This design comes from an exercise in tuning for small area on the open sky130 flow, not from production work.
RTL that was checked went through simulation tests only; none was proved equivalent to the original.
For run 2, only the layout was checked, not whether the RTL still works.
No activity file was given, so power comes from the tool's default toggle rates.

### run.sh
#!/bin/bash
# synth_recipe.tcl (not shown) runs the flow's synth.tcl, then flattens the netlist and writes it again
# the make line also repeats each setting of config.mk as NAME=value (left out here)
make -C /OpenROAD-flow-scripts/flow DESIGN_CONFIG=/design/flow/config.mk WORK_HOME=/design/flow/orfs CLKGATE_MAP_FILE= SYNTH_SCRIPT=/design/flow/synth_recipe.tcl finish
### config.mk
export PLATFORM = sky130hd
export DESIGN_NAME = top_tx_srrc
export DESIGN_NICKNAME = top_tx_srrc
export VERILOG_FILES = /design/flow/design.v
export SDC_FILE = /design/flow/constraint.sdc
export NUM_CORES = 4
export LEC_CHECK = 0
export ABC_AREA = 1
export CAP_MARGIN = 20
export CORE_MARGIN = 2
export CORE_UTILIZATION = 40
export SLEW_MARGIN = 20
### constraint.sdc
create_clock -name core_clock -period 12.0 [get_ports {clock}]
set_input_delay 2.4000 -clock core_clock [delete_from_list [all_inputs] [get_ports {clock}]]
set_output_delay 2.4000 -clock core_clock [all_outputs]
set_load 0.01 [all_outputs]
### design.v
module prbsx (
    output     out_data_i ,  
    output     out_data_q ,  
    input      in_enable  ,  
    input      in_reset   ,  
    input      clock         
    );
   reg [9-1:0] data;
   assign out_data_i = data[8];
   assign out_data_q = data[6] ^ data[5];
   always @(posedge clock) begin
      if (in_reset)
        data <= 9'h1AA;
      else if (in_enable)
        data <= {data[7:0], data[8] ^ data[4]};
   end
endmodule
module tx_fcsg (
    output      out_ctrl_valid_8MHz   ,  
    output      out_ctrl_valid_1oTMHz ,  
    input wire  in_reset              ,  
    input wire  clock                    
   );
   reg [4:0] period_counter;
   always @(posedge clock) begin
      if (in_reset)
        period_counter <= 5'd0;
      else
        period_counter <= period_counter + 5'd1;
   end
   assign out_ctrl_valid_8MHz   = (period_counter[1:0] == 2'd1);
   assign out_ctrl_valid_1oTMHz = (period_counter      == 5'd1);
endmodule
module tx_srrc_rom (
    input      [4:0]  addr,    
    output reg [13:0] t_sum,
    output reg [13:0] t_dif
);
   always @(*) begin
      case (addr)
        5'd0 : begin t_sum = 14'h000e; t_dif = 14'h3fe2; end
        5'd1 : begin t_sum = 14'h0fc5; t_dif = 14'h2fc9; end
        5'd2 : begin t_sum = 14'h0025; t_dif = 14'h0051; end
        5'd3 : begin t_sum = 14'h0007; t_dif = 14'h000b; end
        5'd4 : begin t_sum = 14'h0069; t_dif = 14'h3f0f; end
        5'd5 : begin t_sum = 14'h0dc0; t_dif = 14'h2ed6; end
        5'd6 : begin t_sum = 14'h0184; t_dif = 14'h033e; end
        5'd7 : begin t_sum = 14'h003d; t_dif = 14'h0077; end
        5'd8 : begin t_sum = 14'h00a6; t_dif = 14'h3e8c; end
        5'd9 : begin t_sum = 14'h0b86; t_dif = 14'h2f48; end
        5'd10: begin t_sum = 14'h033c; t_dif = 14'h0694; end
        5'd11: begin t_sum = 14'h0075; t_dif = 14'h00eb; end
        5'd12: begin t_sum = 14'h00bf; t_dif = 14'h3e5b; end
        5'd13: begin t_sum = 14'h0933; t_dif = 14'h30f7; end
        5'd14: begin t_sum = 14'h053f; t_dif = 14'h0a01; end
        5'd15: begin t_sum = 14'h00a2; t_dif = 14'h0154; end
        5'd16: begin t_sum = 14'h00b9; t_dif = 14'h3e75; end
        5'd17: begin t_sum = 14'h06e5; t_dif = 14'h339b; end
        5'd18: begin t_sum = 14'h0776; t_dif = 14'h0d20; end
        5'd19: begin t_sum = 14'h00bd; t_dif = 14'h0197; end
        5'd20: begin t_sum = 14'h0098; t_dif = 14'h3ec4; end
        5'd21: begin t_sum = 14'h04b9; t_dif = 14'h36d7; end
        5'd22: begin t_sum = 14'h09c9; t_dif = 14'h0f8f; end
        5'd23: begin t_sum = 14'h00bc; t_dif = 14'h01a0; end
        5'd24: begin t_sum = 14'h0067; t_dif = 14'h3f31; end
        5'd25: begin t_sum = 14'h02c7; t_dif = 14'h3a47; end
        5'd26: begin t_sum = 14'h0c18; t_dif = 14'h10f4; end
        5'd27: begin t_sum = 14'h0099; t_dif = 14'h015b; end
        5'd28: begin t_sum = 14'h0030; t_dif = 14'h3fa6; end
        5'd29: begin t_sum = 14'h0124; t_dif = 14'h3d8a; end
        5'd30: begin t_sum = 14'h0e47; t_dif = 14'h110f; end
        5'd31: begin t_sum = 14'h0055; t_dif = 14'h00c3; end
        default: begin t_sum = 14'h0000; t_dif = 14'h0000; end
      endcase
   end
endmodule
module top_tx_srrc (
    output [13:0] o_data_i,
    output [13:0] o_data_q,
    input         i_prbs_enable,
    input         i_enable_srrc,
    input         i_soft_reset,
    input         clock
    );
   reg prbs_enable;
   reg enable_srrc;
   reg soft_reset;
   always @(posedge clock) begin
      prbs_enable <= i_prbs_enable;
      enable_srrc <= i_enable_srrc;
      soft_reset  <= ~i_soft_reset;
   end
   wire v8, v1;
   wire bit_i, bit_q;
   tx_fcsg u_tx_fcsg (
      .out_ctrl_valid_8MHz   (v8),
      .out_ctrl_valid_1oTMHz (v1),
      .in_reset              (soft_reset),
      .clock                 (clock)
   );
   prbsx u_prbsx (
      .out_data_i (bit_i),
      .out_data_q (bit_q),
      .in_enable  (prbs_enable & v1),
      .in_reset   (soft_reset),
      .clock      (clock)
   );
   reg [2:0] ph;     
   reg [1:0] pcol;   
   reg [1:0] rot;    
   always @(posedge clock) begin
      if (soft_reset) begin
         ph   <= 3'd0;
         pcol <= 2'd0;
         rot  <= 2'd0;
      end
      else if (enable_srrc) begin
         if (v1)
           ph <= 3'd0;
         else if (v8)
           ph <= ph + 3'd1;
         pcol <= v8 ? 2'd0 : pcol + 2'd1;
         rot  <= v1 ? 2'd0 : rot + 2'd1;
      end
   end
   wire [13:0] t_sum, t_dif;
   tx_srrc_rom u_rom (
      .addr  ({ph, pcol}),
      .t_sum (t_sum),
      .t_dif (t_dif)
   );
   tx_srrc_ch u_ch_i (
      .out_srrc (o_data_i),
      .in_srrc  (bit_i),
      .t_sum    (t_sum),
      .t_dif    (t_dif),
      .rot      (rot),
      .in_reset (soft_reset),
      .in_enable(enable_srrc),
      .v8       (v8),
      .v1       (v1),
      .clock    (clock)
   );
   tx_srrc_ch u_ch_q (
      .out_srrc (o_data_q),
      .in_srrc  (bit_q),
      .t_sum    (t_sum),
      .t_dif    (t_dif),
      .rot      (rot),
      .in_reset (soft_reset),
      .in_enable(enable_srrc),
      .v8       (v8),
      .v1       (v1),
      .clock    (clock)
   );
endmodule
module tx_srrc_ch (
    output reg [13:0] out_srrc,
    input             in_srrc,
    input      [13:0] t_sum,
    input      [13:0] t_dif,
    input      [1:0]  rot,
    input             in_reset,
    input             in_enable,
    input             v8,
    input             v1,
    input             clock
    );
   reg [7:0]  shift_inp;   
   reg        drop;        
   reg [20:0] accum;       
   reg b0, b1;
   always @(*) begin
      case (rot)
        2'd0: begin b0 = drop;         b1 = shift_inp[7]; end
        2'd1: begin b0 = shift_inp[6]; b1 = shift_inp[5]; end
        2'd2: begin b0 = shift_inp[4]; b1 = shift_inp[3]; end
        default: begin b0 = shift_inp[2]; b1 = shift_inp[1]; end
      endcase
   end
   wire        sel_dif = in_enable &  (b0 ^ b1);
   wire        sel_sum = in_enable & ~(b0 ^ b1);
   wire        neg     = in_enable & b0;
   wire [13:0] mag     = ({14{sel_dif}} & t_dif) | ({14{sel_sum}} & t_sum);
   wire [13:0] tx      = mag ^ {14{neg}};
   wire [20:0] addend = {{7{tx[13]}}, tx};
   wire [21:0] carry;
   wire [20:0] sum;
   assign carry[0] = neg;
   genvar gi;
   generate
      for (gi = 0; gi < 21; gi = gi + 1) begin : g_add
         assign sum[gi]     = accum[gi] ^ addend[gi] ^ carry[gi];
         assign carry[gi+1] = (accum[gi] & addend[gi]) | (carry[gi] & (accum[gi] ^ addend[gi]));
      end
   endgenerate
   wire pos_sat = ~sum[20] &  (|sum[19:13]);
   wire neg_sat =  sum[20] & ~(&sum[19:13]);
   wire [13:0] sat = pos_sat ? 14'h1fff : neg_sat ? 14'h2000 : sum[13:0];
   wire clr = in_reset | (in_enable & v8);
   always @(posedge clock) begin
      accum <= clr ? 21'd0 : sum;
      if (in_reset) begin
         shift_inp <= 8'd0;
         drop      <= 1'b0;
         out_srrc  <= 14'd0;
      end
      else if (in_enable) begin
         if (v1) begin
            shift_inp <= {shift_inp[6:0], in_srrc};
            drop      <= shift_inp[7];
         end
         if (v8)
           out_srrc <= sat;
      end
   end
endmodule
==> results of run 1 <==
[per-stage QoR]
stage	setup slack [ps]	area [um^2]	power, mW
after global routing	482	7380	1.24
after CTS	1180	7380	1.16
after global placement	1330	7120	0.883
after floorplan	2030	6660	0.776
final	1220	7380	1.15
after detailed placement	1250	7120	0.882
[worst max-delay path, delay by kind of cell (launching register included)]
family / cells / cell delay [ps]
DFF: 1 / 500
buffers and inverters: 5 / 520
adders and majority gates: 20 / 7940
xor gates and xnor gates: 1 / 90
AOI/OAI and AO/OA: 3 / 570
and+or+nand+nor: 7 / 1120
[state kept, by name (all words and copies together), names as in the netlist, 5 cells and up]
register / count
u_prbsx.data: 9
u_ch_i.shift_inp: 8
u_ch_q.out_srrc: 14
u_ch_q.shift_inp: 8
u_tx_fcsg.period_counter: 5
u_ch_i.out_srrc: 14
u_ch_i.accum: 21
u_ch_q.accum: 21
[routing by layer]
metal	share of wire, %	wire length (um)	global-route usage, %
met2	45	6820	28.5
met5	0	0	0
met4	3.1	461	7.77
met3	4.7	712	2.91
met1	47	7110	24.4
[how the worst max path moves through the flow]
stage                         start                               end  slack (ps)  depth (start not counted)
4_1_cts        pcol[0]$_SDFFE_PP0P_   u_ch_i.out_srrc[0]$_SDFFE_PP0P_        1180                         36
3_3_place_gp    rot[0]$_SDFFE_PP0P_   u_ch_i.out_srrc[0]$_SDFFE_PP0P_        1330                         38
2_1_floorplan  pcol[0]$_SDFFE_PP0P_  u_ch_i.out_srrc[10]$_SDFFE_PP0P_        2030                         38
3_5_place_dp   pcol[0]$_SDFFE_PP0P_   u_ch_i.out_srrc[7]$_SDFFE_PP0P_        1250                         36
6_report       pcol[0]$_SDFFE_PP0P_   u_ch_i.out_srrc[0]$_SDFFE_PP0P_        1220                         36
5_1_grt        pcol[0]$_SDFFE_PP0P_   u_ch_i.out_srrc[0]$_SDFFE_PP0P_         480                         38
[cells by family after synthesis]
family,count (synthesis),share of synthesized area [%]
AO/OA/AOI/OAI,151,13.1
buffers and inverters,153,9.35
XOR/XNOR,31,4.08
flip-flops,112,33.7
AND/OR/NAND/NOR,378,23.5
adder cells (fa/ha/maj),64,16.3
[synth_stat cells, types with 6 or more instances]
cell type and count:
buf_2 16, ha_1 26, clkbuf_1 18, nand2_2 7, nand2_1 196, o21ai_1 9, o22ai_1 6, a21oi_1 45
nand3_1 49, fa_1 38, inv_1 103, o21ai_0 56, nor2_1 104, nor3_1 6, xor2_1 30, dfxtp_1 112
o211ai_1 10
[final cells by class]
class	count	area (um^2)
clock buffers	9	225
fillers	1657	9030
multi-input cells	624	3800
repair buffers	41	385
clock inverters	5	33.8
flip-flops and latches	112	2240
inverters	111	419
well taps	220	275
[report_power, final]
group | switching (mW) | internal (mW) | leakage (nW)
Clock | 0.137 | 0.139 | 0.124
Sequential | 0.0276 | 0.430 | 0.917
Combinational | 0.256 | 0.163 | 2.26
==> flow_metrics.env, run 1 <==
export IMPL_synth_nets=957
export IMPL_synthCells=889
export IMPL_whs_ps=452
export IMPL_cts_tree="done"
export IMPL_routedWlPerCell_um=13.5
export IMPL_drive_above_1_share_pct=5.43
export IMPL_die_h_um=133
export IMPL_tightest_slew_ps=927
export IMPL_grt_pass1_vias=5263
export IMPL_cts_hold_buf=0
export IMPL_io_buffer_count=31
export IMPL_p_per_area_mw_per_mm2=156
export IMPL_required_ps=12290
export IMPL_clock_latency_ps=360
export IMPL_timing_final_hold_violations=0
export IMPL_ys_types=45
export IMPL_fin_setup_tns_ps=0
export IMPL_cts_max_level=3
export IMPL_path_max_fanout=13
export IMPL_syn_to_final_growth_pct=10.7
export IMPL_dr_first_iter_drc_count=358
export IMPL_via_per_inst=4.96
export IMPL_synth_top_cell_area_share_pct=33.7
export IMPL_synth_edf_count=0
export IMPL_dieArea_mm2=0.0177
export IMPL_synth_main_ff_cell="dfxtp_1"
export IMPL_maxSlewViolCount=0
export IMPL_rsz0062_at_grt="false"
export IMPL_cp_slowest_cell="dfxtp_1"
export IMPL_r2r_end="u_ch_i.out_srrc[0]$_SDFFE_PP0P_"
export IMPL_grt_ovfl_total=0
export IMPL_p_leak_nw=3.30
export IMPL_vdd_drop_max_uv=92.3
export IMPL_cap_violations=0
export IMPL_cts_sinks=112
export IMPL_gp_congestion=0.933
export IMPL_die_x_um=133
export IMPL_ys_ff_latch=112
export IMPL_hold_depth=2
export IMPL_setup_viol=0
export IMPL_worst_setup_path_start_kind="flip-flop"
export IMPL_cts_buffer_depth=2
export IMPL_drc=0
export IMPL_worstSetupPathType="reg2reg"
export IMPL_clkSlewWorstSetupHoldPaths_ps=70
export IMPL_post_cts_resized=0
export IMPL_min_period_over_period_pct=89.9
export IMPL_cpPeakStageDelay_ps=500
export IMPL_status="timing/DRC/antenna clean"
export IMPL_start_util_pct=40.6
export IMPL_core_mm2=0.0164
export IMPL_ios=32
export IMPL_antenna_left=0
export IMPL_avgSynthCellArea_um2=7.49
export IMPL_drt_total_wl_um=15100
export IMPL_antenna_found_initial=0
export IMPL_fin_util_pct=45.0
export IMPL_fmax_mhz=92.7
export IMPL_final_cell_mix="196 x nand2_1, 112 x dfxtp_1, 104 x nor2_1, 103 x inv_1, 56 x o21ai_0"
export IMPL_r2r_slack_ps=1220
export IMPL_finalCriticalPeriod_ps=10780
export IMPL_dpl_hpwl_um=11000
export IMPL_yosysWarnings=5
export IMPL_firstDrtPassIters=5
export IMPL_grt_usage_pct=18.0
export IMPL_syn_cell_area_mm2=0.00666
export IMPL_r2r_cells=36
export IMPL_r2r_start="pcol[0]$_SDFFE_PP0P_"
export IMPL_vias=5563
export IMPL_final_common_cell="nand2_1"
export IMPL_finClkSkew_ps=8.51
export IMPL_core_rowCount=47
export IMPL_crit_top_cell="fa_1"
export IMPL_yosysTopAreaCell="dfxtp_1"
export IMPL_antenna_cells=0
export IMPL_post_cts_buffers=0
export IMPL_max_slew_margin_pct=38.1
export IMPL_cp_end_kind="flip-flop"
export IMPL_hold_class="reg2reg"
export IMPL_synthArstFlopShare_pct=0
export IMPL_hp_start="u_ch_i.out_srrc[12]$_SDFFE_PP0P_"
export IMPL_nNetsFinal=967
export IMPL_place_inst=1108
export IMPL_synth_area_leaders="dfxtp_1 34%, fa_1 11%, nand2_1 11%"
export IMPL_hold_end="u_ch_i.out_srrc[12]$_SDFFE_PP0P_"
export IMPL_fin_cells=1122
export IMPL_grt_pass1_wl_um=25900
export IMPL_cts_root_buffer="clkbuf_16"
export IMPL_yosysSeqAreaShare_pct=33.7
export IMPL_grt_max_degree=45
export IMPL_cp_arrival_ps=11070
export IMPL_cts_made_buffers=9
==> run 2, diff against run 1 <==
--- a/design.v
+++ b/design.v
@@ -170,3 +170,3 @@
    reg        drop;        
-   reg [20:0] accum;       
+   reg [20:0] accum;
    reg b0, b1;
@@ -180,18 +180,5 @@
    end
-   wire        sel_dif = in_enable &  (b0 ^ b1);
-   wire        sel_sum = in_enable & ~(b0 ^ b1);
-   wire        neg     = in_enable & b0;
-   wire [13:0] mag     = ({14{sel_dif}} & t_dif) | ({14{sel_sum}} & t_sum);
-   wire [13:0] tx      = mag ^ {14{neg}};
-   wire [20:0] addend = {{7{tx[13]}}, tx};
-   wire [21:0] carry;
-   wire [20:0] sum;
-   assign carry[0] = neg;
-   genvar gi;
-   generate
-      for (gi = 0; gi < 21; gi = gi + 1) begin : g_add
-         assign sum[gi]     = accum[gi] ^ addend[gi] ^ carry[gi];
-         assign carry[gi+1] = (accum[gi] & addend[gi]) | (carry[gi] & (accum[gi] ^ addend[gi]));
-      end
-   endgenerate
+   wire [13:0] mag  = (b0 ^ b1) ? t_dif : t_sum;
+   wire [13:0] tx   = mag ^ {14{b0}};
+   wire [20:0] sum  = accum + {{7{tx[13]}}, tx} + {20'd0, b0};
    wire pos_sat = ~sum[20] &  (|sum[19:13]);
@@ -199,5 +186,3 @@
    wire [13:0] sat = pos_sat ? 14'h1fff : neg_sat ? 14'h2000 : sum[13:0];
-   wire clr = in_reset | (in_enable & v8);
-   always @(posedge clock) begin
-      accum <= clr ? 21'd0 : sum;
+   always @(posedge clock) begin
       if (in_reset) begin
@@ -205,2 +190,3 @@
          drop      <= 1'b0;
+         accum     <= 21'd0;
          out_srrc  <= 14'd0;
@@ -212,2 +198,3 @@
          end
+         accum <= v8 ? 21'd0 : sum;
          if (v8)
==> run 2 against run 1 <==
Effect of this change: cell count rose by 38%; fmax rose by 110%; flip-flop and latch count did not move; via count rose by 46%; core utilization fell by 0.49 points; critical endpoint is now u_ch_q.out_srrc[2]$_SDFFE_PP0P_; largest cell class unchanged.
==> flow_metrics.env, run 2 <==
export IMPL_clkSlewWorstSetupHoldPaths_ps=90
export IMPL_synth_nets=1339
export IMPL_cts_root_buffer="clkbuf_16"
export IMPL_grt_pass1_vias=7469
export IMPL_drc=0
export IMPL_maxSlewViolCount=0
export IMPL_die_x_um=150
export IMPL_cap_violations=0
export IMPL_post_synth_top_count_cell="nand2_1"
export IMPL_fin_util_pct=44.5
export IMPL_core_rowCount=53
export IMPL_grt_max_degree=55
export IMPL_yosysWarnings=5
export IMPL_synth_area_leaders="dfxtp_1 26%, nand2_1 14%, ha_1 9.6%"
export IMPL_cts_hold_buf=0
export IMPL_rsz0062_at_grt="false"
export IMPL_cts_max_level=3
export IMPL_start_util_pct=40.6
export IMPL_r2r_cells=24
export IMPL_drt_total_wl_um=23100
export IMPL_synthCells=1268
export IMPL_min_period_over_period_pct=43.3
export IMPL_fmax_mhz=193
export IMPL_antenna_found_initial=0
export IMPL_antenna_cells=0
export IMPL_hold_end="u_ch_q.shift_inp[4]$_SDFFE_PP0P_"
export IMPL_gp_congestion=0.959
export IMPL_reg_largest_list="u_ch_i.accum x21, u_ch_q.accum x21"
export IMPL_cp_arrival_ps=5410
export IMPL_yosysSeqAreaShare_pct=26.5
export IMPL_io_buffer_count=31
export IMPL_worstSetupPathType="reg2reg"
export IMPL_synthArstFlopShare_pct=0
export IMPL_r2r_end="u_ch_q.out_srrc[2]$_SDFFE_PP0P_"
export IMPL_firstDrtPassIters=5
export IMPL_max_slew_margin_pct=40.8
export IMPL_dr_first_iter_drc_count=672
export IMPL_vdd_drop_max_uv=75.7
export IMPL_path_max_fanout=20
export IMPL_clock_latency_ps=370
export IMPL_tightest_slew_ps=888
export IMPL_avgSynthCellArea_um2=6.68
export IMPL_worst_setup_path_start_kind="flip-flop"
export IMPL_core_mm2=0.0209
export IMPL_p_leak_nw=4.16
export IMPL_cts_tree="done"
export IMPL_ios=32
export IMPL_finalCriticalPeriod_ps=5190
export IMPL_via_per_inst=5.26
export IMPL_post_cts_buffers=0
export IMPL_synthTopCellsByCount="326 x nand2_1, 125 x a21oi_1, 114 x inv_1"
export IMPL_r2r_slack_ps=6810
export IMPL_final_cell_mix="326 x nand2_1, 125 x a21oi_1, 114 x inv_1, 113 x o21ai_0, 111 x dfxtp_1"
export IMPL_synth_main_ff_cell="dfxtp_1"
export IMPL_placed_cell_area_mm2=0.00896
export IMPL_cts_made_buffers=9
export IMPL_timing_final_hold_violations=0
export IMPL_status="timing/DRC/antenna clean"
export IMPL_hold_depth=2
export IMPL_setup_viol=0
export IMPL_grt_usage_pct=21.2
export IMPL_grt_pass1_wl_um=38000
export IMPL_die_h_um=150
export IMPL_post_cts_resized=0
export IMPL_n_fill_cell=2180
export IMPL_syn_to_final_growth_pct=9.63
export IMPL_drive_above_1_share_pct=9.11
export IMPL_finClkSkew_ps=11.2
export IMPL_dieArea_mm2=0.0224
export IMPL_cts_sinks=112
export IMPL_synth_top_cell_area_share_pct=26.5
export IMPL_hp_start="u_ch_q.shift_inp[3]$_SDFFE_PP0P_"
export IMPL_cp_end_kind="flip-flop"
export IMPL_grt_ovfl_total=0
export IMPL_dpl_hpwl_um=17400
export IMPL_syn_cell_area_mm2=0.00847
export IMPL_ys_types=51
export IMPL_fin_setup_tns_ps=0
export IMPL_ys_ff_latch=112
export IMPL_r2r_start="rot[0]$_SDFFE_PP0P_"
export IMPL_cts_buffer_depth=2
export IMPL_antenna_left=0
export IMPL_synth_edf_count=0
export IMPL_required_ps=12220
export IMPL_yosysTopAreaCell="dfxtp_1"
export IMPL_routedWlPerCell_um=14.9
export IMPL_p_per_area_mw_per_mm2=165
export IMPL_final_common_cell="nand2_1"
export IMPL_hold_class="reg2reg"
export IMPL_vias=8142
export IMPL_nNetsFinal=1340
export IMPL_fin_area_mm2=0.00929
[run 2: cell types whose count changed in the layout (fill, tap and decap cells not counted), moves of 11 or more]
cell | before | now
a21oi_2 | 0 | 23
nor2_1 | 104 | 93
xnor2_1 | 1 | 12
inv_1 | 103 | 114
nand2_1 | 196 | 326
a21oi_1 | 45 | 125
ha_1 | 26 | 65
o21ai_0 | 56 | 113
nand2_2 | 7 | 38
fa_1 | 38 | 2
xor2_1 | 30 | 48
[run 2: logic make-up (layout without fill, tap and decap cells)]
family | count (synthesis) | in the layout | synth area share (%)
AOI/OAI and AO/OA | 314 | 314 | 21.0
xor gates and xnor gates | 61 | 61 | 6.31
adders and majority gates | 67 | 67 | 10.1
buffers and inverters | 171 | 177 | 8.25
DFF | 112 | 112 | 26.5
muxes | 2 | 2 | 0.251
and+or+nand+nor | 541 | 541 | 27.7
[run 2: worst max-delay path by stage]
stage | start | to | slack [ps] | cells after the start
6_report | rot[0]$_SDFFE_PP0P_ | u_ch_q.out_srrc[2]$_SDFFE_PP0P_ | 6810 | 24
5_1_grt | rot[0]$_SDFFE_PP0P_ | u_ch_q.out_srrc[2]$_SDFFE_PP0P_ | 6230 | 24
4_1_cts | rot[0]$_SDFFE_PP0P_ | u_ch_q.out_srrc[2]$_SDFFE_PP0P_ | 6530 | 24
3_5_place_dp | rot[0]$_SDFFE_PP0P_ | u_ch_q.out_srrc[0]$_SDFFE_PP0P_ | 6540 | 24
3_3_place_gp | rot[0]$_SDFFE_PP0P_ | u_ch_q.out_srrc[0]$_SDFFE_PP0P_ | 6590 | 24
2_1_floorplan | rot[0]$_SDFFE_PP0P_ | u_ch_q.out_srrc[10]$_SDFFE_PP0P_ | 7830 | 26
[run 2: power by group]
part | switching [mW] | leakage [nW] | total (mW) | internal [mW]
Combinational | 0.504 | 3.09 | 0.766 | 0.262
Sequential | 0.0273 | 0.916 | 0.443 | 0.415
Clock | 0.174 | 0.154 | 0.328 | 0.154
Total | 0.705 | 4.16 | 1.54 | 0.831
[run 2: worst max-delay path: stages (launching register included)]
cell      delay, ps
dfxtp_1         380
inv_1            90
ha_1            260
nand2_1          80
nand2_1          50
o21ai_1         140
buf_4           240
inv_1           150
xor2_2          620
o21ai_0         270
xor2_1          230
fa_1            490
nand3b_1        170
nand2_1         170
nand2_1          70
nand2_1         120
nand3_1         130
nand3_1         110
nand4_1         100
nor2_1          100
nand2_1          80
nor2_1           90
nand3_1         120
a21oi_2         650
a21oi_1         130
[run 2: cell type report]
cell class / count / area, um^2 / area share (%)
Multi-Input combinational cell: 985 / 5550 / 59.7
Clock buffer: 9 / 225 / 2.42
Inverter: 120 / 450 / 4.85
Clock inverter: 7 / 93.8 / 1.01
Timing Repair Buffer: 41 / 385 / 4.15
Tap cell: 275 / 344 / 3.70
Sequential cell: 112 / 2240 / 24.2
[run 2: metal layers]
metal | vias up | part of all wire [%] | global-route usage [%]
met5 | - | 0 | 0
li1 | 4186 | - | -
met2 | 221 | 43 | 32.5
met3 | 27 | 5.4 | 2.71
met1 | 3708 | 50 | 31.2
met4 | 0 | 1.6 | 5.43
[run 2: per-stage QoR]
step / std cells / worst slack, ps / hold slack (ps) / power (mW)
global route: 1549 / 6230 / 486 / 1.65
CTS: 1549 / 6530 / 467 / 1.54
finish: 1549 / 6810 / 461 / 1.54
detailed placement: 1533 / 6540 / 453 / 1.21
floorplan: 1268 / 7830 / 430 / 1.02
global placement: 1533 / 6590 / 454 / 1.21

## what the ideal ports hide
How much do the figures lean on ideal ports? The routed layouts below were timed once more, with nothing changed but the port constraints.
Step 1: set_driving_cell puts a clkbuf_16 on clock and a buf_2 on each other input, an assumption about the parent block.
Step 2 moves the port delays by t, midway between the first and last clock arrival at a register: inputs arrive t later, outputs are due t later. That takes back most of the time a late clock gives input paths.
Slacks: ideal ports / drivers / drivers and shift; pairs: ideal ports / drivers.
run	t (ns)	setup slack, ns	worst data-port slew with drivers (ns)
run 1	0.395	1.216 / 1.216 / 1.216	0.03
run 2	0.406	6.809 / 6.809 / 6.809	0.03
After both steps every run listed still meets setup and hold.
